This is an optimization exercise on Yosys and OpenROAD, whose aim is small area, a short achievable clock period and few clock cycles per item, not a production implementation. RTL that was checked went through simulation tests only; none was proved equivalent to the original. No functional check of the RTL was part of runs 7 to 9. The flow treats the clock pin as an ideal source. Dropping or thinning the clock tree relies on that and would not hold on a real chip. No activity file was given, so power comes from the tool's default toggle rates.

==> flow/design.v <==
`timescale 1ns / 1ps
module adder #(parameter J = 5)
             (input wire [7:0] A,
              input wire [6:1] T,
              output wire [J+1:0] S
             );
    wire [2:0] r = {T[4], (T[2] & ~T[4]) | T[6],
                    (T[1] & ~T[2]) | (T[3] & ~T[4]) | (T[5] & ~T[6])};
    assign S = A[J-1:0] + A[J:1] + r;
endmodule
`timescale 1ns / 1ps
`timescale 1ns / 1ps
module cbrt(input [7:0] a,
            output [6:1] t
            );
    assign t[1] = |a;                                               
    assign t[2] = |a[7:3];                                          
    assign t[3] = |a[7:5] | (a[4] & a[3] & (a[2] | (a[1] & a[0])));  
    assign t[4] = a[7] | a[6];                                      
    assign t[5] = a[7] | (&a[6:2] & (a[1] | a[0]));                 
    assign t[6] = a[7] & a[6] & (a[5] | (a[4] & a[3]));             
endmodule
`timescale 1ns / 1ps
module functions(input clk,
                 input rst,
                 input [7:0] a,
                 input [7:0] b,
                 input start,
                 output wire [9:0] out,
                 output wire busy
                );
    localparam J = 5;
    wire [6:1] t;
    cbrt root(.a(b), .t(t));
    wire [J+1:0] lo;
    adder #(.J(J)) sum(.A(a), .T(t), .S(lo));
    reg       a0_q;
    reg [J-1:0] lo_q;
    reg [1:0] c_q;
    reg [7:J] ahi_q;
    always @(posedge clk)
        if (rst) begin
            a0_q  <= 1'b0;
            lo_q  <= 0;
            c_q   <= 2'd0;
            ahi_q <= 0;
        end else if (start) begin
            a0_q  <= a[0];
            lo_q  <= lo[J-1:0];
            c_q   <= lo[J+1:J];
            ahi_q <= a[7:J];
        end
    wire [8-J:0] hi = ahi_q + ahi_q[7:J+1] + c_q;
    assign out  = {hi, lo_q, a0_q};
    assign busy = 1'b0;
endmodule
==> flow/flow/run.sh <==
#!/bin/bash
# The standard layout (standard.sh), with three changes:
#  - synthesis maps the logic with its own delay-driven ABC script
#    (flow/abc.script) and leaves adders to ABC instead of ORFS's
#    full/half-adder cells;
#  - the port buffers are the smallest buffer instead of the resizer's
#    default pick (a slow delay buffer);
#  - the clock tree is one buffer (flow/post_cts.tcl).
set -euo pipefail
here=$(pwd)
cat flow/abc_wrap.tcl synth_recipe.tcl > own_synth.tcl
export MY_ABC_SCRIPT=$here/flow/abc.script
export MY_ABC_D=1000
bash standard.sh SYNTH_SCRIPT=$here/own_synth.tcl ADDER_MAP_FILE= \
  BUFFER_PORTS_ARGS="-buffer_cell sky130_fd_sc_hd__buf_1" \
  CTS_ARGS="-sink_clustering_enable -repair_clock_nets -dont_use_dummy_load -buf_list sky130_fd_sc_hd__clkbuf_4 -root_buf sky130_fd_sc_hd__clkbuf_4" \
  POST_CTS_TCL=$here/flow/post_cts.tcl \
  finish > orfs_flow.log 2>&1
==> flow/flow/abc.script <==
strash
dch
map -D 1000
topo
stime -c
==> flow/flow/abc_wrap.tcl <==
# Runs Yosys's abc with this flow's own ABC script (flow/abc.script) and
# delay target in place of ORFS's; everything else in the synthesis is
# the standard script, which this file is put in front of.
proc abc {args} {
  set i [lsearch -exact $args -script]
  if {$i >= 0} { set args [lreplace $args $i [expr {$i + 1}] -script $::env(MY_ABC_SCRIPT)] }
  set i [lsearch -exact $args -D]
  if {$i >= 0} { set args [lreplace $args $i [expr {$i + 1}]] }
  lappend args -D $::env(MY_ABC_D)
  puts "abc (own script): $args"
  yosys abc {*}$args
}
==> flow/flow/post_cts.tcl <==
# After CTS: the clock tree TritonCTS builds for this small design is a root
# buffer feeding two leaf buffers. Drive every clock sink from the root
# buffer instead and remove the leaf buffers, so the clock port feeds one
# buffer and that buffer feeds all the flip-flops.
set block [ord::get_db_block]
set clk_port_net [$block findNet clk]
set root ""
foreach it [$clk_port_net getITerms] {
  if {[$it isInputSignal] || [[$it getMTerm] getIoType] eq "INPUT"} {
    set root [$it getInst]
  }
}
if {$root eq ""} { error "post_cts: no buffer on the clock port" }
set root_out ""
foreach it [$root getITerms] {
  if {[[$it getMTerm] getIoType] eq "OUTPUT"} { set root_out [$it getNet] }
}
puts "post_cts: root buffer [$root getName] drives [$root_out getName]"
set leaves {}
foreach it [$root_out getITerms] {
  set inst [$it getInst]
  if {$inst eq $root} { continue }
  if {[string match "*clkbuf*" [[$inst getMaster] getName]]} { lappend leaves $inst }
}
foreach leaf $leaves {
  set out ""
  foreach it [$leaf getITerms] {
    if {[[$it getMTerm] getIoType] eq "OUTPUT"} { set out [$it getNet] }
  }
  set sinks {}
  foreach it [$out getITerms] {
    if {[$it getInst] ne $leaf} { lappend sinks $it }
  }
  foreach it $sinks {
    $it disconnect
    $it connect $root_out
  }
  puts "post_cts: removed [$leaf getName], [llength $sinks] sinks moved to [$root_out getName]"
  odb::dbInst_destroy $leaf
  odb::dbNet_destroy $out
}
==> flow/standard.sh <==
#!/bin/bash
# synth_recipe.tcl (not shown) runs the flow's synth.tcl, then flattens the netlist and writes it again
# the make line also repeats each setting of config.mk as NAME=value (left out here)
make -C /OpenROAD-flow-scripts/flow DESIGN_CONFIG=/design/flow/config.mk WORK_HOME=/design/flow/orfs CLKGATE_MAP_FILE= SYNTH_SCRIPT=/design/flow/synth_recipe.tcl "${@:-finish}"
==> flow/config.mk <==
export PLATFORM = sky130hd
export DESIGN_NAME = functions
export DESIGN_NICKNAME = functions
export VERILOG_FILES = /design/flow/design.v
export SDC_FILE = /design/flow/constraint.sdc
export NUM_CORES = 4
export LEC_CHECK = 0
export CAP_MARGIN = 20
export CORE_AREA = 4 4 66 66
export DIE_AREA = 0 0 70 70
export SETUP_SLACK_MARGIN = 3.2
export SLEW_MARGIN = 20
export TNS_END_PERCENT = 10
==> flow/constraint.sdc <==
create_clock -name core_clock -period 5.5 [get_ports {clk}]
set_input_delay 1.1000 -clock core_clock [delete_from_list [all_inputs] [get_ports {clk}]]
set_output_delay 1.1000 -clock core_clock [all_outputs]
set_load 0.01 [all_outputs]
==> impl_metrics.json, run 1 <==
{
  "yosysSeqAreaShare": 0.267,
  "synth_edf_count": 0,
  "fin_crit_sh": 0.438,
  "post-route-cell-area_um2": 1110,
  "routabilityCongestion": 0.707,
  "criticalPathCategory": "flop to output pin",
  "r2r-start": "ahi_q[6]$_SDFFE_PP0P_",
  "drive_above_1_share": 0.170,
  "grt_pass1_vias": 769,
  "pre_cts_ws_ps": 2800,
  "crit_arrival_ps": 1310,
  "dp_hpwl_um": 1670,
  "slowest_delay_ps": 390,
  "clk-insertion-delay-late_ps": 170,
  "period_minus_slack_ps": 2410,
  "num_io_pins": 30,
  "dieArea_um2": 4900,
  "cp-end-kind": "output pin",
  "worst_clock_skew_ps": 0,
  "synth_top_area_cell": "dfxtp_1",
  "ys_top_cells_by_area": "dfxtp_1, nand2_1, o21ai_0",
  "cts.clk_slew.worst_paths_ps": 120,
  "rows": 22,
  "syn_nets": 156,
  "syn_inst": 137,
  "yosysMostFrequentCell": "nand2_1",
  "yosys_register_bits": 11,
  "first_iter_violations": 46,
  "worstSetupStartpoint": "c_q[1]$_SDFFE_PP0P_",
  "leakagePower_nw": 0.430,
  "ant_nets": 0,
  "ys_async_sr_fraction": 0,
  "synth_warnings": 1,
  "cts_sinks": 11,
  "fp.dieH_um": 70,
  "yosys-top-cells-count": "nand2_1, nor2_1, o21ai_0",
  "syn_area_per_cell_um2": 6.02,
  "timing.setup.tns_ps": 0,
  "maxCapViolations": 0,
  "antenna_found_initial": 0,
  "slowest_stage": "dfxtp_4",
  "wl_um": 2060,
  "portBuffers": 28,
  "vias": 968,
  "worst-path-max-fanout": 3,
  "syn-cell-area_um2": 825,
  "start_util": 0.224,
  "start_kind": "flop",
  "p_per_area_nw_per_um2": 185,
  "max_freq_mhz": 415,
  "grt_max_degree": 15,
  "grt_pass1_wl_um": 3390,
  "setup_viol": 0,
  "crit_chain": "inv_2 > nor2_4 > nor2_2 > xor2_1 > nor2_1 > xnor2_1 > buf_2",
  "critPathRequiredTime_ps": 4400,
  "num_antenna_cells": 0,
  "outcome": "finished clean",
  "vdd_drop_max_v": 0.0000732,
  "slew_violations": 0,
  "drc": 0,
  "synth_cell_type_count": 21,
  "nFillCells": 448,
  "area_growth_pct": 34.1,
  "die_w_um": 70,
  "hp-start": "lo_q[4]$_SDFFE_PP0P_",
  "crit_buf_inv": 2,
  "overflow": 0,
  "via_per_inst": 4.42,
  "holdCritPathClass": "flop to flop",
  "wl_per_cell_um": 9.40,
  "rsz0062_at_grt": "yes",
  "drt_pass1_iterations": 4,
  "grt_usage": 0.0889,
  "core-area_um2": 3690,
  "ys.flop_type": "dfxtp_1",
  "dpl_cell_area_um2": 981,
  "worst_slack_ps": 3090,
  "synth_top_area_frac": 0.267,
  "path_delay_family": "flip-flops",
  "nets": 192,
  "hold_violations": 0
}
[cells by family after synthesis]
logic type	count (synthesis)	share of synthesized area
AND/OR/NAND/NOR	67	0.343
AO/OA/AOI/OAI	35	0.235
buffers and inverters	17	0.0865
flip-flops	11	0.267
XOR/XNOR	6	0.0637
other	1	0.00455
[report_power, final]
part	switching [mW]	internal [mW]
sequential	0.00431	0.0862
combinational	0.0501	0.0337
clock	0.0212	0.00876
total	0.0756	0.129
[worst reg2reg max path, stage by stage (launching register included)]
cell and delay (ps):
dfxtp_4 400, inv_4 50, buf_4 120, buf_4 120, a21oi_1 100
[state kept, by name (all words and copies together), names as in the netlist]
name and cells:
ahi_q 3, a0_q 1, c_q 2, lo_q 5
[final timing paths]
kind	slack (ps)	cells past startpoint	endpoint
min reg2reg	500	2	lo_q[4]$_SDFFE_PP0P_
max	3090	7	out[8]
min	500	2	lo_q[4]$_SDFFE_PP0P_
max reg2reg	4660	4	ahi_q[6]$_SDFFE_PP0P_
[area by class of cell]
class	instances	area [µm²]	area share
Multi-Input combinational cell	109	588	0.532
Tap cell	48	60.1	0.0543
Sequential cell	11	229	0.207
Inverter	15	58.8	0.0532
Timing Repair Buffer	35	163	0.147
Clock buffer	1	7.51	0.00679
[layout by cell type (no fill, tap or decap), types with 2 or more instances in the layout]
cell type	instances
nor2_1	14
buf_1	24
xnor2_1	2
xor2_1	4
clkinv_1	12
nor2_4	2
o21ai_2	2
o211ai_1	3
a21oi_1	11
buf_4	7
inv_2	2
dfxtp_4	2
nand3_1	8
clkbuf_2	3
o21ai_0	13
nor2_2	2
dfxtp_1	8
a31oi_1	2
nand4_1	3
nand2_1	32
[stage by stage]
stage	util	hold WS, ps	cells	power [mW]
6_report	0.300	504	219	0.204
5_1_grt	0.300	541	219	0.222
3_3_place_gp	0.266	485	211	0.166
2_1_floorplan	-	456	137	0.144
3_5_place_dp	0.266	488	211	0.167
[routing by layer]
layer  share of wire  GRT usage  wire length (µm)
met3           0.063    0.00863               129
met2            0.42      0.134               862
met4           0.013     0.0255                27
met5               0          0                 0
met1            0.50      0.132              1040
Testbench counts, summed over its fixed seeds: cycles 800, items 800.
==> run 2: changes to the inputs <==
--- a/flow/flow/run.sh
+++ b/flow/flow/run.sh
@@ -11,5 +11,5 @@
 cat flow/abc_wrap.tcl synth_recipe.tcl > own_synth.tcl
 export MY_ABC_SCRIPT=$here/flow/abc.script
-export MY_ABC_D=1000
+export MY_ABC_D=900
 bash standard.sh SYNTH_SCRIPT=$here/own_synth.tcl ADDER_MAP_FILE= \
   BUFFER_PORTS_ARGS="-buffer_cell sky130_fd_sc_hd__buf_1" \
==> flow/flow/abc.script (replaced) <==
strash
dch
map -D 900
topo
stime -c
buffer -c
upsize -c -D 900
dnsize -c -D 900
==> impl_metrics.json, run 2 <==
{
  "p_clk_frac": 0.145,
  "final_cell_mix": "buf_1, nand2_1, inv_1",
  "pre_cts_ws_ps": 2980,
  "slew_violations": 0,
  "yosys_register_bits": 11,
  "critPathRequiredTime_ps": 4400,
  "criticalPathCategory": "flop to output pin",
  "p_per_area_nw_per_um2": 185,
  "reg2reg_setup_slack_ps": 4820,
  "drc": 0,
  "syn_inst": 150,
  "antenna_found_initial": 0,
  "vias": 1047,
  "worst-path-max-fanout": 3,
  "maxCapViolations": 0,
  "rows": 22,
  "portBuffers": 28,
  "reg.largest.list": "lo_q: 5 flops, ahi_q: 3 flops, c_q: 2 flops",
  "whs_ps": 495,
  "met2_usage": 0.158,
  "r2r_end": "ahi_q[5]$_SDFFE_PP0P_",
  "seq_power_share": 0.433,
  "drive_above_1_share": 0.109,
  "outcome": "finished clean",
  "dp_hpwl_um": 1880,
  "die_w_um": 70,
  "area_growth_pct": 17.8,
  "layout_commonest_cell": "buf_1",
  "period_minus_slack_ps": 2440,
  "path_delay_family": "flip-flops",
  "clk-insertion-delay-late_ps": 170,
  "largest_reg_flops": 5,
  "grt_usage": 0.0988,
  "whs_path_depth": 2,
  "ys_async_sr_fraction": 0,
  "synth_warnings": 1,
  "syn_area_per_cell_um2": 6.36,
  "cts_sinks": 11,
  "worst_slack_ps": 3060,
  "synth_cell_type_count": 32,
  "start_kind": "flop",
  "slowest_stage": "dfxtp_4",
  "syn-cell-area_um2": 955,
  "met1_usage": 0.137,
  "p_int_uw": 127,
  "synth_top_area_frac": 0.231,
  "grt_pass1_wl_um": 3880,
  "synth_top_area_cell": "dfxtp_1",
  "syn_nets": 169,
  "utilization": 0.305,
  "grt-busiest-layer": "met2",
  "wl_per_cell_um": 10.1,
  "wl_um": 2260,
  "yosysMostFrequentCell": "nand2_1",
  "holdCritPathClass": "flop to flop",
  "power_frac_comb": 0.421,
  "fp.dieH_um": 70,
  "num_io_pins": 30,
  "ant_nets": 0,
  "cts.clk_slew.worst_paths_ps": 120,
  "r2r-start": "ahi_q[5]$_SDFFE_PP0P_",
  "grt_max_degree": 14,
  "cp-end-kind": "output pin",
  "ys.flop_type": "dfxtp_1",
  "num_antenna_cells": 0,
  "yosys-top-cells-count": "nand2_1, inv_1, nor2_1",
  "hold_violations": 0,
  "fin_crit_sh": 0.444,
  "crit_buf_inv": 1,
  "vdd_drop_max_v": 0.0000660,
  "use_met3": 0.0115,
  "nFillCells": 407,
  "core-area_um2": 3690,
  "largest-register": "lo_q",
  "first_iter_violations": 50,
  "nets": 196,
  "leakagePower_nw": 0.458,
  "timing.setup.tns_ps": 0,
  "worst_clock_skew_ps": 0,
  "fin_total_pwr_uw": 208,
  "synth_edf_count": 0,
  "hold_end": "c_q[1]$_SDFFE_PP0P_",
  "max_freq_mhz": 409,
  "slowest_delay_ps": 380,
  "cpMostUsedCell": "nor2_1",
  "sw_frac_of_total": 0.388,
  "ys_top_cells_by_area": "dfxtp_1, nand2_1, o21ai_0",
  "routabilityCongestion": 0.822,
  "rsz0062_at_grt": "yes",
  "dieArea_um2": 4900,
  "yosysSeqAreaShare": 0.231,
  "switching_power_uw": 80.5,
  "r2r_cells": 2,
  "via_per_inst": 4.70,
  "drt_pass1_iterations": 4,
  "grt_pass1_vias": 919,
  "hp-start": "c_q[1]$_SDFFE_PP0P_",
  "start_util": 0.259,
  "setup_viol": 0,
  "crit_arrival_ps": 1340,
  "crit_chain": "nor2_2 > nor2_1 > xor2_1 > nor2_1 > xnor2_1 > buf_2",
  "overflow": 0
}
run 2: worst reg2reg max path: stages, from the launching register on:
cell and delay (ps):
dfxtp_1 330, o21ai_0 170, a21oi_1 60
run 2: layout make-up:
cell class | count | area [µm²] | area share
multi-input combinational | 119 | 663 | 0.590
sequential | 11 | 225 | 0.200
tap | 48 | 60.1 | 0.0534
inverter | 16 | 62.6 | 0.0556
clock buffer | 1 | 7.51 | 0.00667
timing repair buffer | 28 | 106 | 0.0945
run 2: cells by family (layout without fill, tap and decap cells):
logic type,after synthesis,count (layout),share of synthesized area
XOR/XNOR,6,6,0.0550
AO/OA/AOI/OAI,43,43,0.274
buffers and inverters,20,45,0.0865
AND/OR/NAND/NOR,69,69,0.350
other,1,1,0.00393
flip-flops,11,11,0.231
run 2: through the flow:
step	cells	instance area, µm²
after floorplan	150	955
after global placement	222	1100
after detailed placement	222	1100
after global routing	223	1120
final	223	1120
run 2: power groups by stage:
stage / clock (mW) / sequential [mW] / combinational, mW
2_1_floorplan: 0 / 0.0929 / 0.0615
3_3_place_gp: 0 / 0.0916 / 0.0860
3_5_place_dp: 0 / 0.0915 / 0.0865
5_1_grt: 0.0332 / 0.0909 / 0.100
6_report: 0.0302 / 0.0900 / 0.0875
run 2: worst max-delay path by stage:
stage                                      end  cells past startpoint  slack, ps                  start
after floorplan           lo_q[4]$_SDFFE_PP0P_                      6       3350                   b[1]
after global placement    lo_q[4]$_SDFFE_PP0P_                      8       3000                   a[1]
after detailed placement  lo_q[4]$_SDFFE_PP0P_                      9       2980                   b[3]
after global routing                    out[8]                      7       2980  ahi_q[6]$_SDFFE_PP0P_
final                                   out[8]                      6       3060  ahi_q[6]$_SDFFE_PP0P_
run 2: per-layer routing:
metal | part of all wire | vias to the layer above
met1 | 0.49 | 443
met5 | 0 | -
met3 | 0.069 | 2
li1 | - | 570
met4 | 0.015 | 0
met2 | 0.42 | 32
==> run 3: changes to the inputs <==
--- a/flow/flow/run.sh
+++ b/flow/flow/run.sh
@@ -11,5 +11,5 @@
 cat flow/abc_wrap.tcl synth_recipe.tcl > own_synth.tcl
 export MY_ABC_SCRIPT=$here/flow/abc.script
-export MY_ABC_D=900
+export MY_ABC_D=1100
 bash standard.sh SYNTH_SCRIPT=$here/own_synth.tcl ADDER_MAP_FILE= \
   BUFFER_PORTS_ARGS="-buffer_cell sky130_fd_sc_hd__buf_1" \
==> flow/flow/abc.script (replaced) <==
strash
dch
map -D 1100
topo
stime -c
buffer -c
upsize -c -D 1100
dnsize -c -D 1100
==> impl_metrics.json, run 3 <==
{
  "synth_top_area_frac": 0.239,
  "rows": 22,
  "syn_nets": 159,
  "p_clk_frac": 0.139,
  "reg.largest.list": "lo_q: 5 flops, ahi_q: 3 flops, c_q: 2 flops",
  "grt_usage": 0.0976,
  "num_io_pins": 30,
  "maxCapViolations": 0,
  "timing.setup.tns_ps": 0,
  "syn_area_per_cell_um2": 6.57,
  "whs_ps": 507,
  "syn_inst": 140,
  "switching_power_uw": 83.0,
  "cts_sinks": 11,
  "grt_max_degree": 16,
  "largest-register": "lo_q",
  "p_int_uw": 131,
  "synth_warnings": 1,
  "cp-end-kind": "output pin",
  "dieArea_um2": 4900,
  "num_antenna_cells": 0,
  "setup_viol": 0,
  "portBuffers": 28,
  "syn-cell-area_um2": 920,
  "yosys-top-cells-count": "nor2_1, nand2_1, inv_1",
  "layout_commonest_cell": "buf_1",
  "critPathRequiredTime_ps": 4400,
  "via_per_inst": 4.51,
  "r2r_cells": 3,
  "drive_above_1_share": 0.178,
  "largest_reg_flops": 5,
  "dp_hpwl_um": 1760,
  "hold_violations": 0,
  "core-area_um2": 3690,
  "start_util": 0.249,
  "worst_clock_skew_ps": 0,
  "ys.flop_type": "dfxtp_1",
  "rsz0062_at_grt": "yes",
  "ant_nets": 0,
  "worst-path-max-fanout": 3,
  "yosys_register_bits": 11,
  "wl_um": 2210,
  "leakagePower_nw": 0.465,
  "tightestPinTransition_ps": 543,
  "seq_power_share": 0.425,
  "p_per_area_nw_per_um2": 192,
  "grt_pass1_vias": 889,
  "fin_crit_sh": 0.444,
  "ys_async_sr_fraction": 0,
  "holdCritPathClass": "flop to flop",
  "area_growth_pct": 21.4,
  "vias": 978,
  "criticalPathCategory": "flop to output pin",
  "nets": 190,
  "wl_per_cell_um": 10.2,
  "synth_top_area_cell": "dfxtp_1",
  "maxSlewHeadroom": 0.638,
  "yosysSeqAreaShare": 0.239,
  "yosysMostFrequentCell": "nor2_1",
  "whs_path_depth": 2,
  "crit_arrival_ps": 1340,
  "first_iter_violations": 75,
  "final_cells": 217,
  "grt_pass1_wl_um": 3720,
  "period_minus_slack_ps": 2440,
  "vdd_drop_max_v": 0.0000553,
  "fp.dieH_um": 70,
  "routabilityCongestion": 0.831,
  "power_frac_comb": 0.436,
  "slew_violations": 0,
  "cts.clk_slew.worst_paths_ps": 120,
  "clk-insertion-delay-late_ps": 170,
  "ys_top_cells_by_area": "dfxtp_1, nor2_1, xor2_1",
  "antenna_found_initial": 0,
  "final_cell_mix": "buf_1, nor2_1, nand2_1",
  "sw_frac_of_total": 0.388,
  "dp_cells": 213,
  "synth_cell_type_count": 34,
  "fin_total_pwr_uw": 214,
  "die_w_um": 70,
  "max_freq_mhz": 409,
  "outcome": "finished clean",
  "drt_pass1_iterations": 4,
  "synth_edf_count": 0,
  "start_kind": "flop",
  "drc": 0,
  "overflow": 0
}
## run 3: changes by cell type in the layout (fill, tap and decap cells not counted), moves of 4 or more
cell	delta
nand3_1	-7
inv_2	+4
xor2_1	+4
nor2_1	+5
nand2_1	-8
## run 3: logic make-up after synthesis
logic type | share of synthesized area
AOI/OAI and AO/OA | 0.250
xor gates and xnor gates | 0.0952
other | 0.00408
buffers and inverters | 0.0939
DFF | 0.239
and+or+nand+nor | 0.317
## run 3: through the flow
stage          setup slack, ps  utilization  cell area, µm²
6_report                  3060        0.303            1120
5_1_grt                   2920        0.303            1120
3_5_place_dp              2880        0.289            1070
3_3_place_gp              2870        0.289            1070
2_1_floorplan             3210            -             920
## run 3: final timing paths
| check | start | slack, ps | end |
|---|---|---|---|
| min reg2reg | lo_q[4]$_SDFFE_PP0P_ | 510 | lo_q[4]$_SDFFE_PP0P_ |
| max reg2reg | ahi_q[6]$_SDFFE_PP0P_ | 4780 | ahi_q[6]$_SDFFE_PP0P_ |
| max | c_q[1]$_SDFFE_PP0P_ | 3060 | out[8] |
| min | lo_q[4]$_SDFFE_PP0P_ | 510 | lo_q[4]$_SDFFE_PP0P_ |
## run 3: power groups by stage
stage | sequential, mW | clock, mW | combinational (mW)
final | 0.0909 | 0.0298 | 0.0934
after global routing | 0.0921 | 0.0347 | 0.106
after detailed placement | 0.0925 | 0 | 0.0892
after global placement | 0.0924 | 0 | 0.0882
after floorplan | 0.0937 | 0 | 0.0637
## run 3: area by class of cell
class                      instances  area [µm²]
sequential                        11         225
tap                               48        60.1
inverter                          18        67.6
fill                             430        2570
timing repair buffer              31         129
clock buffer                       1        7.51
multi-input combinational        108         627
## run 3: routing by layer
layer / track usage / part of all wire / wire (µm) / vias to the layer above
met1: 0.132 / 0.47 / 1040 / 432
li1: - / - / - / 520
met2: 0.162 / 0.47 / 1030 / 24
met5: 0 / 0 / 0 / -
met3: 0.0129 / 0.049 / 108 / 2
met4: 0.0255 / 0.012 / 27 / 0
## run 3: worst max-delay path, stage by stage (launching register included)
cell	delay, ps
dfxtp_2	380
inv_2	40
nor2_2	110
nor2_2	40
xor2_1	170
nor2_1	140
xnor2_1	130
buf_2	150
==> run 4: changes to the inputs <==
--- a/flow/flow/run.sh
+++ b/flow/flow/run.sh
@@ -11,5 +11,5 @@
 cat flow/abc_wrap.tcl synth_recipe.tcl > own_synth.tcl
 export MY_ABC_SCRIPT=$here/flow/abc.script
-export MY_ABC_D=1100
+export MY_ABC_D=1000
 bash standard.sh SYNTH_SCRIPT=$here/own_synth.tcl ADDER_MAP_FILE= \
   BUFFER_PORTS_ARGS="-buffer_cell sky130_fd_sc_hd__buf_1" \
==> flow/flow/abc.script (replaced) <==
strash
dch
map -D 1000
topo
stime -c
buffer -c
upsize -c -D 1000
dnsize -c -D 1000
--- a/flow/config.mk
+++ b/flow/config.mk
@@ -7,6 +7,6 @@
 export LEC_CHECK = 0
 export CAP_MARGIN = 20
-export CORE_AREA = 4 4 66 66
-export DIE_AREA = 0 0 70 70
+export CORE_AREA = 2 2 60 60
+export DIE_AREA = 0 0 62 62
 export SETUP_SLACK_MARGIN = 3.2
 export SLEW_MARGIN = 20
==> impl_metrics.json, run 4 <==
{
  "final_cell_mix": "nand2_1, buf_1, nor2_1",
  "timing.setup.tns_ps": 0,
  "synthXorXnorAreaFrac": 0.0605,
  "cp-end-kind": "output pin",
  "first_iter_violations": 59,
  "post-route-cell-area_um2": 1030,
  "period_minus_slack_ps": 2390,
  "num_antenna_cells": 0,
  "critPathRequiredTime_ps": 4400,
  "grt_pass1_vias": 760,
  "syn-cell-area_um2": 868,
  "hold_violations": 0,
  "max_freq_mhz": 419,
  "dpl_cell_area_um2": 1010,
  "synth.area.mux_share": 0,
  "reg.largest.list": "lo_q: 5 flops, ahi_q: 3 flops, c_q: 2 flops",
  "wl_per_cell_um": 8.65,
  "core-area_um2": 3280,
  "num_io_pins": 30,
  "portBuffers": 28,
  "leakagePower_nw": 0.427,
  "die_w_um": 62,
  "fin_total_pwr_uw": 196,
  "synthAdderAreaFrac": 0,
  "yosys_register_bits": 11,
  "setup_viol": 0,
  "pre_cts_ws_ps": 2950,
  "dp_hpwl_um": 1540,
  "ys_async_sr_fraction": 0,
  "cts.clk_slew.worst_paths_ps": 110,
  "overflow": 0,
  "worst_clock_skew_ps": 0,
  "start_util": 0.264,
  "worst-path-max-fanout": 4,
  "area_growth_pct": 18.2,
  "crit_arrival_ps": 1290,
  "p_per_area_nw_per_um2": 191,
  "layout_commonest_cell": "nand2_1",
  "drt_pass1_iterations": 4,
  "grt_max_degree": 15,
  "maxCapViolations": 0,
  "ys.flop_type": "dfxtp_1",
  "yosys-top-cells-count": "nand2_1, nor2_1, inv_1",
  "clk-insertion-delay-late_ps": 170,
  "via_per_inst": 4.47,
  "synth_cell_type_count": 30,
  "outcome": "finished clean",
  "antenna_found_initial": 0,
  "drc": 0,
  "ant_nets": 0,
  "fp.dieH_um": 62,
  "largest_reg_flops": 5,
  "yosysMostFrequentCell": "nand2_1",
  "holdCritPathClass": "flop to flop",
  "synth_top_family_by_area": "simple AND/OR/NAND/NOR gates",
  "vdd_drop_max_v": 0.0000730,
  "grt_pass1_wl_um": 3020,
  "syn_inst": 138,
  "worst_slack_ps": 3110,
  "dieArea_um2": 3840,
  "nets": 185,
  "rsz0062_at_grt": "yes",
  "syn_nets": 157,
  "synth_warnings": 1,
  "slew_violations": 0,
  "rows": 21,
  "routabilityCongestion": 0.726,
  "drive_above_1_share": 0.0915,
  "synth_compound_area_frac": 0.249,
  "cts_sinks": 11,
  "largest-register": "lo_q",
  "synthSimpleGateAreaFrac": 0.346,
  "grt_usage": 0.110,
  "yosysSeqAreaShare": 0.254,
  "wl_um": 1820,
  "syn_area_per_cell_um2": 6.29,
  "ys_top_cells_by_area": "dfxtp_1, nand2_1, nor2_1",
  "synth_top_area_cell": "dfxtp_1",
  "synth_top_area_frac": 0.254,
  "start_kind": "flop",
  "vias": 938,
  "synth_edf_count": 0,
  "fin_crit_sh": 0.434,
  "criticalPathCategory": "flop to output pin"
}
[run 4: cell count changes in the layout (fill, tap and decap cells not counted), moves of 3 or more]
cell	before	now
nor2_1	19	16
xor2_1	8	4
buf_4	3	0
inv_2	4	1
nand3_1	3	7
nand2_1	18	32
nor2_2	6	2
[run 4: through the flow]
step,std cells,util,hold WS (ps)
3_3_place_gp,209,0.308,498
3_5_place_dp,209,0.308,494
6_report,210,0.312,502
2_1_floorplan,138,-,452
5_1_grt,210,0.312,533
[run 4: power breakdown]
group / total [mW] / switching [mW] / internal [mW]
Clock: 0.0282 / 0.0195 / 0.00875
Combinational: 0.0774 / 0.0486 / 0.0288
Sequential: 0.0908 / 0.00424 / 0.0866
Total: 0.196 / 0.0723 / 0.124
[run 4: critical path, cell delays in order (launching register included)]
cell and delay [ps]:
dfxtp_2 360, inv_2 70, nor2_1 40, nor2_1 100, xor2_1 220, nor2_1 80
xnor2_1 120, buf_2 140
[run 4: cells by family after synthesis]
| family | after synthesis |
|---|---|
| compound gates | 35 |
| xor+xnor | 6 |
| buf+inv | 18 |
| flops | 11 |
| other cells | 1 |
| simple gates | 67 |
[run 4: metal layers]
layer  track usage  vias up  share of wire
met4        0.0182        0              0
met3       0.00828        0          0.052
met5             0        -              0
met2         0.176       26           0.43
met1         0.164      398           0.52
li1              -      514              -
[run 4: final timing paths]
path | cells past startpoint | slack [ps] | endpoint | from
max | 7 | 3110 | out[8] | ahi_q[6]$_SDFFE_PP0P_
min | 2 | 500 | ahi_q[6]$_SDFFE_PP0P_ | ahi_q[6]$_SDFFE_PP0P_
max reg2reg | 2 | 4800 | ahi_q[5]$_SDFFE_PP0P_ | ahi_q[5]$_SDFFE_PP0P_
min reg2reg | 2 | 500 | ahi_q[6]$_SDFFE_PP0P_ | ahi_q[6]$_SDFFE_PP0P_
[run 4: layout make-up]
class	instances	area (µm²)
repair buffers	28	106
well taps	46	57.6
multi-input cells	109	576
flip-flops and latches	11	223
fillers	373	2260
clock buffers	1	7.51
inverters	15	56.3
==> run 5: changes to the inputs <==
--- a/flow/config.mk
+++ b/flow/config.mk
@@ -7,7 +7,7 @@
 export LEC_CHECK = 0
 export CAP_MARGIN = 20
-export CORE_AREA = 2 2 60 60
-export DIE_AREA = 0 0 62 62
-export SETUP_SLACK_MARGIN = 3.2
+export CORE_AREA = 4 4 66 66
+export DIE_AREA = 0 0 70 70
+export SETUP_SLACK_MARGIN = 3.3
 export SLEW_MARGIN = 20
-export TNS_END_PERCENT = 10
+export TNS_END_PERCENT = 30
==> impl_metrics.json, run 5 <==
{
  "r2r_end": "c_q[0]$_SDFFE_PP0P_",
  "wl_per_cell_um": 9.05,
  "crit_chain": "nor2_1 > nor2_1 > xor2_1 > nor2_1 > xnor2_1 > buf_2",
  "yosysSeqAreaShare": 0.254,
  "critPathRequiredTime_ps": 4400,
  "syn-cell-area_um2": 868,
  "antenna_found_initial": 0,
  "largest_reg_flops": 5,
  "grt_pass1_wl_um": 3160,
  "syn_inst": 138,
  "p_int_uw": 125,
  "num_io_pins": 30,
  "synth_warnings": 1,
  "timing.setup.tns_ps": 0,
  "grt_pass1_vias": 777,
  "fp.dieH_um": 70,
  "overflow": 0,
  "grt_max_degree": 15,
  "fin_total_pwr_uw": 198,
  "yosys-top-cells-count": "nand2_1, nor2_1, inv_1",
  "final_cells": 213,
  "reg.largest.list": "lo_q: 5 flops, ahi_q: 3 flops, c_q: 2 flops",
  "rows": 22,
  "syn_area_per_cell_um2": 6.29,
  "yosysMostFrequentCell": "nand2_1",
  "cts_sinks": 11,
  "r2r_cells": 2,
  "ys_top_cells_by_area": "dfxtp_1, nand2_1, nor2_1",
  "slowest_stage": "dfxtp_2",
  "drive_above_1_share": 0.103,
  "first_iter_violations": 105,
  "maxCapViolations": 0,
  "vdd_drop_max_v": 0.0000632,
  "ys.flop_type": "dfxtp_1",
  "num_antenna_cells": 0,
  "path_depth": 6,
  "switching_power_uw": 73.0,
  "cpMostUsedCell": "nor2_1",
  "portBuffers": 28,
  "dp_cells": 211,
  "whs_ps": 492,
  "holdCritPathClass": "flop to flop",
  "r2r-start": "c_q[0]$_SDFFE_PP0P_",
  "dieArea_um2": 4900,
  "p_clk_frac": 0.146,
  "utilization": 0.281,
  "routabilityCongestion": 0.749,
  "start_util": 0.235,
  "hold_end": "c_q[1]$_SDFFE_PP0P_",
  "synth_top_area_frac": 0.254,
  "crit_buf_inv": 1,
  "power_frac_comb": 0.397,
  "max_freq_mhz": 416,
  "worst-path-max-fanout": 3,
  "seq_power_share": 0.457,
  "start_kind": "flop",
  "synth_edf_count": 0,
  "yosys_register_bits": 11,
  "grt_usage": 0.0812,
  "dp_hpwl_um": 1660,
  "slowest_delay_ps": 350,
  "final_cell_mix": "nand2_1, buf_1, nor2_1",
  "p_per_area_nw_per_um2": 191,
  "hold_violations": 0,
  "slew_violations": 0,
  "layout_commonest_cell": "nand2_1",
  "largest-register": "lo_q",
  "outcome": "finished clean",
  "die_w_um": 70,
  "rsz0062_at_grt": "yes",
  "period_minus_slack_ps": 2400,
  "synth_cell_type_count": 30,
  "ys_async_sr_fraction": 0,
  "path_delay_family": "simple AND/OR/NAND/NOR gates",
  "crit_arrival_ps": 1300,
  "wl_um": 1930,
  "syn_nets": 157,
  "cts.clk_slew.worst_paths_ps": 110,
  "vias": 936,
  "clk-insertion-delay-late_ps": 170,
  "whs_path_depth": 2,
  "drt_pass1_iterations": 7,
  "drc": 0,
  "worst_clock_skew_ps": 0,
  "criticalPathCategory": "flop to output pin",
  "reg2reg_setup_slack_ps": 4810,
  "sw_frac_of_total": 0.369,
  "synth_top_area_cell": "dfxtp_1",
  "area_growth_pct": 19.3,
  "fin_crit_sh": 0.437,
  "cp-end-kind": "output pin",
  "via_per_inst": 4.39,
  "nets": 186,
  "core-area_um2": 3690,
  "setup_viol": 0,
  "ant_nets": 0,
  "hp-start": "c_q[1]$_SDFFE_PP0P_",
  "leakagePower_nw": 0.438
}
run 5: cell counts after synthesis:
Identical to the previous run, type by type.
run 5: power by group through the flow:
| stage | Clock [mW] | Sequential [mW] | Combinational [mW] |
|---|---|---|---|
| after floorplan | 0 | 0.0931 | 0.0549 |
| after global placement | 0 | 0.0922 | 0.0780 |
| after detailed placement | 0 | 0.0923 | 0.0779 |
| after global routing | 0.0317 | 0.0915 | 0.0911 |
| final | 0.0288 | 0.0904 | 0.0786 |
run 5: layout make-up:
type,instances,area (µm²)
Fill cell,440,2650
Multi-Input combinational cell,109,573
Inverter,15,56.3
Timing Repair Buffer,29,116
Sequential cell,11,223
Clock buffer,1,7.51
Tap cell,48,60.1
run 5: worst reg2reg max path, cell delays in order (launching register included):
cell	delay (ps)
dfxtp_1	340
o211ai_1	170
a31oi_1	60
run 5: routing by layer:
layer  track usage  vias up  part of all wire
met5             0        -                 0
met4        0.0191        0             0.017
met3       0.00863        5             0.068
met2         0.132       30              0.44
met1         0.114      387              0.48
li1              -      514                 -
run 5: kinds of logic (layout without fill, tap and decap cells):
kind of cell | after synthesis | after routing | share of synthesized area
simple gates | 67 | 67 | 0.346
flops | 11 | 11 | 0.254
other cells | 1 | 1 | 0.00432
buf+inv | 18 | 45 | 0.0864
xor+xnor | 6 | 6 | 0.0605
compound gates | 35 | 35 | 0.249
run 5: worst max-delay path by stage:
| stage | start | end | slack (ps) |
|---|---|---|---|
| 2_1_floorplan | b[7] | c_q[0]$_SDFFE_PP0P_ | 3310 |
| 3_3_place_gp | a[0] | c_q[0]$_SDFFE_PP0P_ | 2960 |
| 3_5_place_dp | a[0] | c_q[0]$_SDFFE_PP0P_ | 2940 |
| 5_1_grt | ahi_q[6]$_SDFFE_PP0P_ | out[8] | 2980 |
| 6_report | ahi_q[6]$_SDFFE_PP0P_ | out[8] | 3100 |
run 5: stage by stage:
step / worst slack, ps / instance area [µm²]
after detailed placement: 2940 / 1010
final: 3100 / 1040
after global placement: 2960 / 1010
after floorplan: 3310 / 868
after global routing: 2980 / 1040
==> run 6: changes to the inputs <==
--- a/flow/flow/run.sh
+++ b/flow/flow/run.sh
@@ -14,5 +14,5 @@
 bash standard.sh SYNTH_SCRIPT=$here/own_synth.tcl ADDER_MAP_FILE= \
   BUFFER_PORTS_ARGS="-buffer_cell sky130_fd_sc_hd__buf_1" \
-  CTS_ARGS="-sink_clustering_enable -repair_clock_nets -dont_use_dummy_load -buf_list sky130_fd_sc_hd__clkbuf_4 -root_buf sky130_fd_sc_hd__clkbuf_4" \
+  CTS_ARGS="-sink_clustering_enable -repair_clock_nets -dont_use_dummy_load -buf_list sky130_fd_sc_hd__clkbuf_8 -root_buf sky130_fd_sc_hd__clkbuf_8" \
   POST_CTS_TCL=$here/flow/post_cts.tcl \
   finish > orfs_flow.log 2>&1
--- a/flow/config.mk
+++ b/flow/config.mk
@@ -9,5 +9,5 @@
 export CORE_AREA = 4 4 66 66
 export DIE_AREA = 0 0 70 70
-export SETUP_SLACK_MARGIN = 3.3
+export SETUP_SLACK_MARGIN = 3.2
 export SLEW_MARGIN = 20
-export TNS_END_PERCENT = 30
+export TNS_END_PERCENT = 10
==> impl_metrics.json, run 6 <==
{
  "drc": 0,
  "ant_nets": 0,
  "yosysMostFrequentCell": "nand2_1",
  "reg.largest.list": "lo_q: 5 flops, ahi_q: 3 flops, c_q: 2 flops",
  "syn_area_per_cell_um2": 6.29,
  "vdd_drop_max_v": 0.0000733,
  "post-route-cell-area_um2": 1060,
  "dp_cells": 211,
  "hp-start": "c_q[1]$_SDFFE_PP0P_",
  "hold_violations": 0,
  "final_cells": 214,
  "core-area_um2": 3690,
  "synth_top_area_cell": "dfxtp_1",
  "via_per_inst": 4.36,
  "seqCellArea_um2": 221,
  "slowest_stage": "dfxtp_2",
  "rsz0062_at_grt": "yes",
  "synth_warnings": 1,
  "area_growth_pct": 22.5,
  "slew_violations": 0,
  "largest_reg_flops": 5,
  "cp-end-kind": "output pin",
  "rows": 22,
  "cts_sinks": 11,
  "final_cell_mix": "nand2_1, buf_1, nor2_1",
  "yosysSeqAreaShare": 0.254,
  "antenna_found_initial": 0,
  "overflow": 0,
  "largest-register": "lo_q",
  "layout_commonest_cell": "nand2_1",
  "r2r_cells": 2,
  "grt_max_degree": 15,
  "ys_top_cells_by_area": "dfxtp_1, nand2_1, nor2_1",
  "maxCapViolations": 0,
  "start_util": 0.235,
  "nets": 187,
  "drive_above_1_share": 0.120,
  "grt_pass1_vias": 771,
  "yosys-top-cells-count": "nand2_1, nor2_1, inv_1",
  "die_w_um": 70,
  "leakagePower_nw": 0.451,
  "whs_path_depth": 2,
  "start_kind": "flop",
  "ys_async_sr_fraction": 0,
  "num_io_pins": 30,
  "dp_hpwl_um": 1660,
  "grt_usage": 0.0809,
  "ys.flop_type": "dfxtp_1",
  "slowest_delay_ps": 340,
  "synth_cell_type_count": 30,
  "crit_chain": "nor2_1 > nor2_1 > xor2_1 > nor2_1 > xnor2_1 > buf_2",
  "fin_crit_sh": 0.428,
  "nFillCells": 438,
  "setup_viol": 0,
  "syn-cell-area_um2": 868,
  "critPathRequiredTime_ps": 4400,
  "synth_top_area_frac": 0.254,
  "multi_input_area_um2": 588,
  "grt_pass1_wl_um": 3150,
  "first_iter_violations": 128,
  "dpl_cell_area_um2": 1010,
  "outcome": "finished clean",
  "worstSetupStartpoint": "ahi_q[6]$_SDFFE_PP0P_",
  "clk-insertion-delay-late_ps": 130,
  "worst-path-max-fanout": 3,
  "path_delay_family": "simple AND/OR/NAND/NOR gates",
  "vias": 934,
  "routabilityCongestion": 0.749,
  "syn_inst": 138,
  "syn_nets": 157,
  "crit_arrival_ps": 1260,
  "wl_per_cell_um": 9.10,
  "period_minus_slack_ps": 2360,
  "p_per_area_nw_per_um2": 195,
  "cpMostUsedCell": "nor2_1",
  "drt_pass1_iterations": 6,
  "fp.dieH_um": 70,
  "holdCritPathClass": "flop to flop",
  "yosys_register_bits": 11,
  "dieArea_um2": 4900,
  "synth_edf_count": 0,
  "path_depth": 6,
  "worst_clock_skew_ps": 0,
  "num_antenna_cells": 0,
  "criticalPathCategory": "flop to output pin",
  "r2r-start": "c_q[0]$_SDFFE_PP0P_",
  "wl_um": 1950,
  "crit_buf_inv": 1,
  "cts.clk_slew.worst_paths_ps": 70,
  "max_freq_mhz": 425,
  "portBuffers": 28,
  "timing.setup.tns_ps": 0
}
==> run 6: cell counts after synthesis <==
Identical to the previous run, type by type.
==> run 6: final timing paths <==
check	slack (ps)	to
setup / recovery	3140	out[8]
hold / removal	490	c_q[1]$_SDFFE_PP0P_
setup reg to reg	4820	c_q[0]$_SDFFE_PP0P_
hold reg to reg	490	c_q[1]$_SDFFE_PP0P_
==> run 6: metrics by stage <==
step | setup WS (ps) | util | hold slack, ps | total power, mW
6_report | 3140 | 0.288 | 492 | 0.207
5_1_grt | 3030 | 0.288 | 508 | 0.225
3_5_place_dp | 2940 | 0.275 | 483 | 0.170
3_3_place_gp | 2960 | 0.275 | 493 | 0.170
2_1_floorplan | 3310 | - | 452 | 0.148
==> run 6: worst min-delay path: stages, from the launching register on <==
cell	delay, ps
dfxtp_1	330
nand2_1	60
a21oi_1	60
==> run 6: final cells by class <==
type | count | share of cell area
sequential | 11 | 0.208
clock buffer | 1 | 0.0129
multi-input combinational | 109 | 0.553
tap | 48 | 0.0565
timing repair buffer | 30 | 0.116
inverter | 15 | 0.0529
==> run 6: routing by layer <==
metal | vias up | track usage | wire [µm]
met5 | - | 0 | 0
met4 | 0 | 0.0191 | 22
met3 | 2 | 0.00863 | 94
met2 | 23 | 0.131 | 856
met1 | 394 | 0.114 | 974
li1 | 515 | - | -
==> run 6: kinds of logic after synthesis <==
family,after synthesis,share of synthesized area
AO/OA/AOI/OAI,35,0.249
XOR/XNOR,6,0.0605
buffers and inverters,18,0.0864
flip-flops,11,0.254
other,1,0.00432
AND/OR/NAND/NOR,67,0.346
==> run 6: where the power goes <==
part	internal (mW)	switching, mW	leakage [nW]
clock network	0.0166	0.0192	0.00719
registers	0.0866	0.00395	0.0915
logic	0.0308	0.0503	0.352
==> run 7: changes to the inputs <==
--- a/flow/design.v
+++ b/flow/design.v
@@ -31,25 +31,38 @@
                 );
     localparam J = 5;
+    localparam W = 9 - J;
     wire [6:1] t;
     cbrt root(.a(b), .t(t));
     wire [J+1:0] lo;
     adder #(.J(J)) sum(.A(a), .T(t), .S(lo));
-    reg       a0_q;
+    wire [W-1:0] v = a[7:J] + a[7:J+1];
+    reg         a0_q;
     reg [J-1:0] lo_q;
-    reg [1:0] c_q;
-    reg [7:J] ahi_q;
+    reg [1:0]   c_q;
+    reg [W-1:0] v_q;
     always @(posedge clk)
         if (rst) begin
-            a0_q  <= 1'b0;
-            lo_q  <= 0;
-            c_q   <= 2'd0;
-            ahi_q <= 0;
+            a0_q <= 1'b0;
+            lo_q <= 0;
+            c_q  <= 2'd0;
+            v_q  <= 0;
         end else if (start) begin
-            a0_q  <= a[0];
-            lo_q  <= lo[J-1:0];
-            c_q   <= lo[J+1:J];
-            ahi_q <= a[7:J];
+            a0_q <= a[0];
+            lo_q <= lo[J-1:0];
+            c_q  <= lo[J+1:J];
+            v_q  <= v;
         end
-    wire [8-J:0] hi = ahi_q + ahi_q[7:J+1] + c_q;
+    reg [W-1:0] hi;
+    reg ones0, ones1;
+    integer i;
+    always @(*) begin
+        ones0 = 1'b1;
+        ones1 = 1'b1;
+        for (i = 0; i < W; i = i + 1) begin
+            hi[i] = v_q[i] ^ ((c_q[0] & ones0) | (c_q[1] & ones1 & (i > 0)));
+            ones0 = ones0 & v_q[i];
+            if (i > 0) ones1 = ones1 & v_q[i];
+        end
+    end
     assign out  = {hi, lo_q, a0_q};
     assign busy = 1'b0;
--- a/flow/flow/run.sh
+++ b/flow/flow/run.sh
@@ -14,5 +14,5 @@
 bash standard.sh SYNTH_SCRIPT=$here/own_synth.tcl ADDER_MAP_FILE= \
   BUFFER_PORTS_ARGS="-buffer_cell sky130_fd_sc_hd__buf_1" \
-  CTS_ARGS="-sink_clustering_enable -repair_clock_nets -dont_use_dummy_load -buf_list sky130_fd_sc_hd__clkbuf_8 -root_buf sky130_fd_sc_hd__clkbuf_8" \
+  CTS_ARGS="-sink_clustering_enable -repair_clock_nets -dont_use_dummy_load -buf_list sky130_fd_sc_hd__clkbuf_4 -root_buf sky130_fd_sc_hd__clkbuf_4" \
   POST_CTS_TCL=$here/flow/post_cts.tcl \
   finish > orfs_flow.log 2>&1
--- a/flow/config.mk
+++ b/flow/config.mk
@@ -9,5 +9,3 @@
 export CORE_AREA = 4 4 66 66
 export DIE_AREA = 0 0 70 70
-export SETUP_SLACK_MARGIN = 3.2
 export SLEW_MARGIN = 20
-export TNS_END_PERCENT = 10
==> impl_metrics.json, run 7 <==
{
  "crit_buf_inv": 1,
  "power_frac_comb": 0.405,
  "grt_usage": 0.0961,
  "vdd_drop_max_v": 0.0000664,
  "first_iter_violations": 73,
  "start_util": 0.268,
  "maxCapViolations": 0,
  "rsz0062_at_grt": "no",
  "p_per_area_nw_per_um2": 191,
  "ant_nets": 0,
  "synth_top_area_cell": "dfxtp_1",
  "synth_warnings": 1,
  "maxSlewHeadroom": 0.565,
  "synth_top_area_frac": 0.243,
  "yosys_register_bits": 12,
  "final_cell_mix": "buf_1, nand2_1, inv_1",
  "largest_reg_flops": 5,
  "utilization": 0.305,
  "p_clk_frac": 0.138,
  "portBuffers": 28,
  "grt_max_degree": 20,
  "p_int_uw": 135,
  "post-route-cell-area_um2": 1120,
  "dpl_cell_area_um2": 1120,
  "nets": 184,
  "area_growth_pct": 13.7,
  "rows": 22,
  "via_per_inst": 4.52,
  "yosysSeqAreaShare": 0.243,
  "timing.setup.tns_ps": 0,
  "grt_pass1_vias": 871,
  "syn_inst": 138,
  "fp.dieH_um": 70,
  "reg.largest.list": "lo_q: 5 flops, v_q: 4 flops, c_q: 2 flops",
  "start_kind": "input pin",
  "wl_um": 2100,
  "worst-path-max-fanout": 4,
  "worst_slack_ps": 3010,
  "max_freq_mhz": 402,
  "setup_viol": 0,
  "drc": 0,
  "ys_async_sr_fraction": 0,
  "ys_top_cells_by_area": "dfxtp_1, nand2_1, xor2_1",
  "switching_power_uw": 80.0,
  "antenna_found_initial": 0,
  "outcome": "finished clean",
  "drt_pass1_iterations": 4,
  "vias": 953,
  "holdCritPathClass": "flop to flop",
  "num_antenna_cells": 0,
  "path_delay_family": "compound AO/OA/AOI/OAI gates",
  "fin_crit_sh": 0.453,
  "routabilityCongestion": 0.771,
  "num_io_pins": 30,
  "core-area_um2": 3690,
  "syn-cell-area_um2": 988,
  "dieArea_um2": 4900,
  "largest-register": "lo_q",
  "cp-end-kind": "flop",
  "fin_total_pwr_uw": 214,
  "cts.clk_slew.worst_paths_ps": 120,
  "syn_area_per_cell_um2": 7.16,
  "slowest_stage": "or2_2",
  "syn_nets": 157,
  "hold_violations": 0,
  "cts_sinks": 12,
  "crit_chain": "buf_1 > o21ai_2 > nand3b_1 > o22ai_1 > or2_2 > a21oi_2 > nand4_1 > o211ai_1 > a31oi_1",
  "critPathRequiredTime_ps": 5550,
  "worst_clock_skew_ps": 0,
  "criticalPathCategory": "input pin to flop",
  "seq_power_share": 0.457,
  "leakagePower_nw": 0.453,
  "dp_hpwl_um": 1770,
  "slew_violations": 0,
  "yosys-top-cells-count": "nand2_1, inv_1, dfxtp_1",
  "yosysMostFrequentCell": "nand2_1",
  "crit_arrival_ps": 2540,
  "layout_commonest_cell": "buf_1",
  "wl_per_cell_um": 9.95,
  "period_minus_slack_ps": 2490,
  "slowest_delay_ps": 320,
  "synth_edf_count": 0,
  "pre_cts_ws_ps": 2830,
  "clk-insertion-delay-late_ps": 170,
  "sw_frac_of_total": 0.373,
  "grt_pass1_wl_um": 3730,
  "overflow": 0,
  "synth_cell_type_count": 37,
  "die_w_um": 70,
  "drive_above_1_share": 0.123,
  "ys.flop_type": "dfxtp_1",
  "tightestPinTransition_ps": 652
}
run 7: cell count changes after synthesis, sizes merged, moves of 2 or more:
cell	change
buf	+2
inv	+2
nor2	-8
nand2	-2
xor2	+4
a31oi	+3
run 7: cells by family (layout without fill, tap and decap cells):
family / after synthesis / count (layout) / synth area share
and+or+nand+nor: 57 / 57 / 0.278
AOI/OAI and AO/OA: 38 / 38 / 0.280
buffers and inverters: 20 / 45 / 0.0987
DFF: 12 / 12 / 0.243
xor gates and xnor gates: 10 / 10 / 0.0962
other: 1 / 1 / 0.00379
run 7: through the flow:
step,std cells,hold slack (ps)
after detailed placement,210,457
after global routing,211,522
after global placement,210,454
final,211,477
after floorplan,138,438
run 7: worst reg2reg max path: cells and delay by family (launching register included):
kind | cells | cell delay, ps
compound gates | 2 | 280
simple gates | 1 | 70
flops | 1 | 350
run 7: power groups by stage:
| stage | registers [mW] | logic (mW) | clock network, mW |
|---|---|---|---|
| 2_1_floorplan | 0.101 | 0.0643 | 0 |
| 3_5_place_dp | 0.100 | 0.0875 | 0 |
| 3_3_place_gp | 0.0999 | 0.0873 | 0 |
| 6_report | 0.0980 | 0.0869 | 0.0296 |
| 5_1_grt | 0.0992 | 0.0991 | 0.0340 |
run 7: per-layer routing:
layer / track usage / vias up / part of all wire
li1: - / 520 / -
met1: 0.136 / 406 / 0.50
met2: 0.156 / 25 / 0.43
met3: 0.00719 / 2 / 0.058
met4: 0.0255 / 0 / 0.013
met5: 0 / - / 0
run 7: path summary, 6_finish.rpt:
path / slack, ps / cells after the start / endpoint / from
worst max register to register: 4750 / 3 / lo_q[4]$_SDFFE_PP0P_ / lo_q[4]$_SDFFE_PP0P_
worst min register to register: 480 / 2 / c_q[1]$_SDFFE_PP0P_ / c_q[1]$_SDFFE_PP0P_
worst min-delay path: 480 / 2 / c_q[1]$_SDFFE_PP0P_ / c_q[1]$_SDFFE_PP0P_
worst max-delay path: 3010 / 9 / c_q[0]$_SDFFE_PP0P_ / a[0]
run 7: area by class of cell:
cell class                 instances  area, µm²
timing repair buffer              28        105
sequential                        12        240
fill                             438       2560
inverter                          16       60.1
tap                               48       60.1
multi-input combinational        106        651
clock buffer                       1       7.51
==> run 8: changes to the inputs <==
--- a/flow/design.v
+++ b/flow/design.v
@@ -36,34 +36,36 @@
     wire [J+1:0] lo;
     adder #(.J(J)) sum(.A(a), .T(t), .S(lo));
+    wire [1:0] c = lo[J+1:J];
     wire [W-1:0] v = a[7:J] + a[7:J+1];
     reg         a0_q;
     reg [J-1:0] lo_q;
-    reg [1:0]   c_q;
-    reg [W-1:0] v_q;
+    reg         sj_q;
+    reg         u_q;
+    reg [W-1:1] v_q;
     always @(posedge clk)
         if (rst) begin
             a0_q <= 1'b0;
             lo_q <= 0;
-            c_q  <= 2'd0;
+            sj_q <= 1'b0;
+            u_q  <= 1'b0;
             v_q  <= 0;
         end else if (start) begin
             a0_q <= a[0];
             lo_q <= lo[J-1:0];
-            c_q  <= lo[J+1:J];
-            v_q  <= v;
+            sj_q <= v[0] ^ c[0];
+            u_q  <= c[1] | (c[0] & v[0]);
+            v_q  <= v[W-1:1];
         end
-    reg [W-1:0] hi;
-    reg ones0, ones1;
+    reg [W-1:1] hi;
+    reg ones;
     integer i;
     always @(*) begin
-        ones0 = 1'b1;
-        ones1 = 1'b1;
-        for (i = 0; i < W; i = i + 1) begin
-            hi[i] = v_q[i] ^ ((c_q[0] & ones0) | (c_q[1] & ones1 & (i > 0)));
-            ones0 = ones0 & v_q[i];
-            if (i > 0) ones1 = ones1 & v_q[i];
+        ones = u_q;
+        for (i = 1; i < W; i = i + 1) begin
+            hi[i] = v_q[i] ^ ones;
+            ones = ones & v_q[i];
         end
     end
-    assign out  = {hi, lo_q, a0_q};
+    assign out  = {hi, sj_q, lo_q, a0_q};
     assign busy = 1'b0;
 endmodule
==> impl_metrics.json, run 8 <==
{
  "pre_cts_ws_ps": 2780,
  "drt_pass1_iterations": 4,
  "nets": 208,
  "r2r_cells": 2,
  "holdCritPathClass": "flop to flop",
  "grt_pass1_wl_um": 4340,
  "wl_um": 2430,
  "criticalPathCategory": "input pin to flop",
  "hold_violations": 0,
  "drive_above_1_share": 0.0963,
  "leakagePower_nw": 0.498,
  "vdd_drop_max_v": 0.0000692,
  "synthAdderAreaFrac": 0,
  "crit_chain": "buf_1 > nand2_1 > nand2_1 > nand4_2 > o2bb2ai_1 > a21oi_2 > nand4_2 > nand3_1 > nand4_2 > nand3_2 > a21oi_2",
  "synth.area.mux_share": 0,
  "slowest_stage": "buf_1",
  "max_freq_mhz": 398,
  "routabilityCongestion": 0.860,
  "layout_commonest_cell": "nand2_1",
  "die_w_um": 70,
  "fp.dieH_um": 70,
  "outcome": "finished clean",
  "synthSimpleGateAreaFrac": 0.436,
  "portBuffers": 28,
  "cts_sinks": 11,
  "cpMostUsedCell": "nand4_2",
  "timing.setup.tns_ps": 0,
  "setup_viol": 0,
  "dieArea_um2": 4900,
  "crit_arrival_ps": 2580,
  "synth_top_family_by_area": "simple AND/OR/NAND/NOR gates",
  "start_util": 0.284,
  "r2r-start": "u_q$_SDFFE_PP0P_",
  "num_antenna_cells": 0,
  "slowest_delay_ps": 230,
  "wl_per_cell_um": 10.3,
  "num_io_pins": 30,
  "maxSlewHeadroom": 0.592,
  "synth_compound_area_frac": 0.206,
  "ys_top_cells_by_area": "dfxtp_1, nand2_1, nand3_1",
  "yosys-top-cells-count": "nand2_1, nor2_1, inv_1, nand3_1, o21ai_0",
  "vias": 1130,
  "largest-register": "lo_q",
  "core-area_um2": 3690,
  "synth_top_area_cell": "dfxtp_1",
  "rsz0062_at_grt": "no",
  "hold_end": "lo_q[4]$_SDFFE_PP0P_",
  "worst-path-max-fanout": 8,
  "grt_usage": 0.106,
  "clk-insertion-delay-late_ps": 160,
  "synth_edf_count": 0,
  "worst_clock_skew_ps": 0,
  "p_per_area_nw_per_um2": 179,
  "synthXorXnorAreaFrac": 0.0585,
  "whs_path_depth": 2,
  "synth_top_area_frac": 0.210,
  "syn_nets": 181,
  "first_iter_violations": 100,
  "yosys_register_bits": 11,
  "largest_reg_flops": 5,
  "final_cell_mix": "nand2_1, buf_1, nor2_1",
  "syn_inst": 162,
  "cp-end-kind": "flop",
  "maxCapViolations": 0,
  "ys.flop_type": "dfxtp_1",
  "syn-cell-area_um2": 1050,
  "worst_slack_ps": 2980,
  "rows": 22,
  "yosysSeqAreaShare": 0.210,
  "syn_area_per_cell_um2": 6.47,
  "reg2reg_setup_slack_ps": 4750,
  "critPathRequiredTime_ps": 5560,
  "period_minus_slack_ps": 2520,
  "fin_crit_sh": 0.457,
  "dp_hpwl_um": 2080,
  "drc": 0,
  "tightestPinTransition_ps": 612,
  "r2r_end": "u_q$_SDFFE_PP0P_",
  "ys_async_sr_fraction": 0,
  "overflow": 0,
  "slew_violations": 0,
  "cts.clk_slew.worst_paths_ps": 110,
  "start_kind": "input pin",
  "area_growth_pct": 13.6,
  "yosysMostFrequentCell": "nand2_1",
  "hp-start": "lo_q[4]$_SDFFE_PP0P_",
  "grt_pass1_vias": 1006,
  "synth_warnings": 1,
  "ant_nets": 0,
  "grt_max_degree": 17,
  "antenna_found_initial": 0,
  "synth_cell_type_count": 31,
  "via_per_inst": 4.81,
  "reg.largest.list": "lo_q: 5 flops, v_q: 3 flops"
}
==> run 8: changes by cell type in the layout (fill, tap and decap cells not counted), moves of 3 or more <==
| cell | delta |
|---|---|
| nand2_1 | +10 |
| nand2_2 | -3 |
| nand3_1 | +9 |
| nand4_1 | +3 |
| nand4_2 | +3 |
| nor2_1 | +9 |
| xnor2_1 | +3 |
| xor2_1 | -5 |
==> run 8: cell type report <==
class / instances / area, µm²
clock buffer: 1 / 7.51
fill: 446 / 2500
inverter: 16 / 60.1
multi-input combinational: 131 / 738
sequential: 11 / 220
tap: 48 / 60.1
timing repair buffer: 28 / 105
==> run 8: metal layers <==
layer	GRT usage	part of all wire
met2	0.172	0.42
met3	0.0216	0.081
met4	0.00638	0
met1	0.150	0.50
met5	0	0
==> run 8: metrics by stage <==
step | power [mW] | hold slack (ps) | instances | area [µm²] | util
3_5_place_dp | 0.187 | 454 | 234 | 1180 | 0.321
6_report | 0.213 | 468 | 235 | 1190 | 0.323
5_1_grt | 0.231 | 502 | 235 | 1190 | 0.323
2_1_floorplan | 0.163 | 450 | 162 | 1050 | -
3_3_place_gp | 0.187 | 458 | 234 | 1180 | 0.321
==> run 8: kinds of logic after synthesis <==
group,after synthesis
AO/OA/AOI/OAI,33
XOR/XNOR,7
buffers and inverters,20
flip-flops,11
AND/OR/NAND/NOR,90
other,1
==> run 8: worst max path at each step <==
| stage | depth (start not counted) | endpoint | slack [ps] | from |
|---|---|---|---|---|
| finish | 11 | sj_q$_SDFFE_PP0P_ | 2980 | a[2] |
| global route | 11 | sj_q$_SDFFE_PP0P_ | 2740 | a[2] |
| detailed placement | 11 | sj_q$_SDFFE_PP0P_ | 2780 | a[2] |
| global placement | 11 | sj_q$_SDFFE_PP0P_ | 2800 | a[2] |
| floorplan | 9 | sj_q$_SDFFE_PP0P_ | 3170 | b[3] |
==> run 8: worst max-delay path, delay by kind of cell <==
kind            cells  cell delay [ps]
buf+inv             1              230
simple gates        7              840
compound gates      3              420
==> run 8: power breakdown <==
part | internal, mW | total (mW) | switching (mW)
Clock | 0.00874 | 0.0277 | 0.0189
Sequential | 0.0868 | 0.0904 | 0.00357
Combinational | 0.0348 | 0.0949 | 0.0601
==> run 9: changes to the inputs <==
--- a/flow/design.v
+++ b/flow/design.v
@@ -30,5 +30,5 @@
                  output wire busy
                 );
-    localparam J = 5;
+    localparam J = 3;
     localparam W = 9 - J;
     wire [6:1] t;
==> impl_metrics.json, run 9 <==
{
  "vias": 908,
  "clk-insertion-delay-late_ps": 170,
  "portBuffers": 28,
  "final_cell_mix": "buf_1, nand2_1, o21ai_0",
  "cts.clk_slew.worst_paths_ps": 110,
  "hold_end": "a0_q$_SDFFE_PP0P_",
  "crit_arrival_ps": 1320,
  "crit_buf_inv": 3,
  "area_growth_pct": 15.3,
  "r2r_cells": 2,
  "reg.largest.list": "v_q: 5 flops, lo_q: 3 flops",
  "maxCapViolations": 0,
  "grt_pass1_vias": 836,
  "whs_path_depth": 2,
  "core-area_um2": 3690,
  "sw_frac_of_total": 0.362,
  "nets": 178,
  "r2r_end": "sj_q$_SDFFE_PP0P_",
  "criticalPathCategory": "flop to output pin",
  "critPathRequiredTime_ps": 4400,
  "timing.setup.tns_ps": 0,
  "worst-path-max-fanout": 3,
  "slew_violations": 0,
  "grt_max_degree": 23,
  "synth_cell_type_count": 34,
  "setup_viol": 0,
  "syn_nets": 153,
  "leakagePower_nw": 0.438,
  "dp_cells": 204,
  "p_int_uw": 124,
  "via_per_inst": 4.43,
  "cts_sinks": 11,
  "synth_edf_count": 0,
  "drc": 0,
  "first_iter_violations": 74,
  "ant_nets": 0,
  "ys_top_cells_by_area": "dfxtp_1, nand2_1, o21ai_0",
  "wl_um": 1920,
  "start_util": 0.244,
  "rsz0062_at_grt": "no",
  "ys.flop_type": "dfxtp_1",
  "holdCritPathClass": "flop to flop",
  "maxSlewHeadroom": 0.511,
  "rows": 22,
  "antenna_found_initial": 0,
  "max_freq_mhz": 413,
  "period_minus_slack_ps": 2420,
  "grt_usage": 0.0866,
  "worst_slack_ps": 3080,
  "drt_pass1_iterations": 4,
  "r2r-start": "sj_q$_SDFFE_PP0P_",
  "largest_reg_flops": 5,
  "hp-start": "a0_q$_SDFFE_PP0P_",
  "layout_commonest_cell": "buf_1",
  "vdd_drop_max_v": 0.0000593,
  "p_clk_frac": 0.147,
  "seq_power_share": 0.469,
  "dp_hpwl_um": 1620,
  "fin_crit_sh": 0.440,
  "grt_pass1_wl_um": 3430,
  "final_cells": 205,
  "wl_per_cell_um": 9.35,
  "largest-register": "v_q",
  "worst_clock_skew_ps": 0,
  "hold_violations": 0,
  "fp.dieH_um": 70,
  "reg2reg_setup_slack_ps": 4770,
  "routabilityCongestion": 0.781,
  "die_w_um": 70,
  "crit_chain": "nand2_1 > inv_1 > nand2_1 > inv_1 > and3_1 > xor2_1 > buf_1",
  "synth_top_area_frac": 0.245,
  "start_kind": "flop",
  "slowest_delay_ps": 360,
  "synth_warnings": 1,
  "p_per_area_nw_per_um2": 187,
  "pre_cts_ws_ps": 2970,
  "syn_area_per_cell_um2": 6.70,
  "ys_async_sr_fraction": 0,
  "slowest_stage": "dfxtp_1",
  "synth_top_area_cell": "dfxtp_1",
  "yosysMostFrequentCell": "nand2_1",
  "tightestPinTransition_ps": 734,
  "outcome": "finished clean",
  "dieArea_um2": 4900,
  "num_io_pins": 30,
  "switching_power_uw": 70.1,
  "cp-end-kind": "output pin",
  "yosys-top-cells-count": "nand2_1, o21ai_0, nor2_1",
  "power_frac_comb": 0.384,
  "syn_inst": 134,
  "num_antenna_cells": 0,
  "yosys_register_bits": 11,
  "syn-cell-area_um2": 898,
  "path_delay_family": "flip-flops",
  "overflow": 0,
  "yosysSeqAreaShare": 0.245,
  "drive_above_1_share": 0.102,
  "fin_total_pwr_uw": 194,
  "utilization": 0.281
}
==> run 9: how the worst max path moves through the flow <==
stage,start,endpoint,cells past startpoint
2_1_floorplan,b[3],u_q$_SDFFE_PP0P_,8
3_3_place_gp,b[6],sj_q$_SDFFE_PP0P_,12
3_5_place_dp,b[6],u_q$_SDFFE_PP0P_,12
5_1_grt,u_q$_SDFFE_PP0P_,out[9],7
6_report,v_q[1]$_SDFFE_PP0P_,out[9],7
==> run 9: final cells by class <==
type,instances,area (µm²)
fill,435,2650
multi-input combinational,104,594
sequential,11,220
timing repair buffer,28,105
tap,48,60.1
inverter,13,48.8
clock buffer,1,7.51
==> run 9: cell families after synthesis <==
group / share of synthesized area
flip-flops: 0.245
AO/OA/AOI/OAI: 0.277
other: 0.00417
buffers and inverters: 0.0933
AND/OR/NAND/NOR: 0.302
XOR/XNOR: 0.0780
==> run 9: power by group through the flow <==
| stage | logic, mW | clock network [mW] | registers, mW |
|---|---|---|---|
| detailed placement | 0.0752 | 0 | 0.0927 |
| finish | 0.0744 | 0.0285 | 0.0908 |
| global placement | 0.0746 | 0 | 0.0923 |
| global route | 0.0856 | 0.0321 | 0.0922 |
| floorplan | 0.0552 | 0 | 0.0929 |
==> run 9: stage by stage <==
step	cell area (µm²)	hold WS [ps]
after detailed placement	1030	528
after floorplan	898	492
final	1040	549
after global placement	1030	507
after global routing	1040	591
==> run 9: routing by layer <==
metal	GRT usage	wire, µm	up-vias
met5	0	0	-
met4	0.0191	21	0
met3	0.00432	141	2
met2	0.145	819	22
met1	0.122	936	387
li1	-	-	497
==> run 9: tightest hold or removal path: cells and delay by family, from the launching register on <==
kind               cells  cell delay (ps)
AOI/OAI and AO/OA      2              190
DFF                    1              320

==> port drivers added, routing unchanged <==
The results above use ideal ports. As a check the final layouts listed here were re-extracted and re-timed, cells and wires unchanged. Step 1 (the two cells are an assumption about what drives the block):
set clk [get_ports {clk}]
set_driving_cell -lib_cell sky130_fd_sc_hd__clkbuf_16 $clk
set_driving_cell -lib_cell sky130_fd_sc_hd__buf_2 [delete_from_list [all_inputs] $clk]
Step 2 times the ports against the registers' clock, not the clock port: input delays grow and output delays shrink by t, the midpoint of the rising clock arrivals with the driver on. Slacks: ideal / step 1 / step 2; pairs: ideal / step 1.
| run | t (ns) | setup WS [ns] | hold WS [ns] |
|---|---|---|---|
| run 1 | 0.194 | 3.091 / 3.071 / 2.946 | 0.504 / 0.504 / 0.504 |
| run 2 | 0.195 | 3.056 / 3.035 / 2.991 | 0.495 / 0.495 / 0.495 |
| run 3 | 0.193 | 3.058 / 3.037 / 2.898 | 0.507 / 0.507 / 0.507 |
| run 4 | 0.185 | 3.113 / 3.094 / 2.972 | 0.502 / 0.502 / 0.502 |
| run 5 | 0.189 | 3.097 / 3.077 / 3.002 | 0.492 / 0.492 / 0.492 |
| run 6 | 0.154 | 3.144 / 3.122 / 3.015 | 0.492 / 0.492 / 0.492 |
| run 7 | 0.191 | 3.009 / 3.006 / 2.815 | 0.477 / 0.477 / 0.477 |
| run 8 | 0.182 | 2.985 / 2.981 / 2.799 | 0.468 / 0.468 / 0.468 |
| run 9 | 0.186 | 3.081 / 3.062 / 2.991 | 0.549 / 0.549 / 0.549 |
After both steps every run listed still meets setup and hold. For run 7, which loses most, drivers alone change the setup slack by -0.003 ns; drivers and shift together by -0.194 ns.
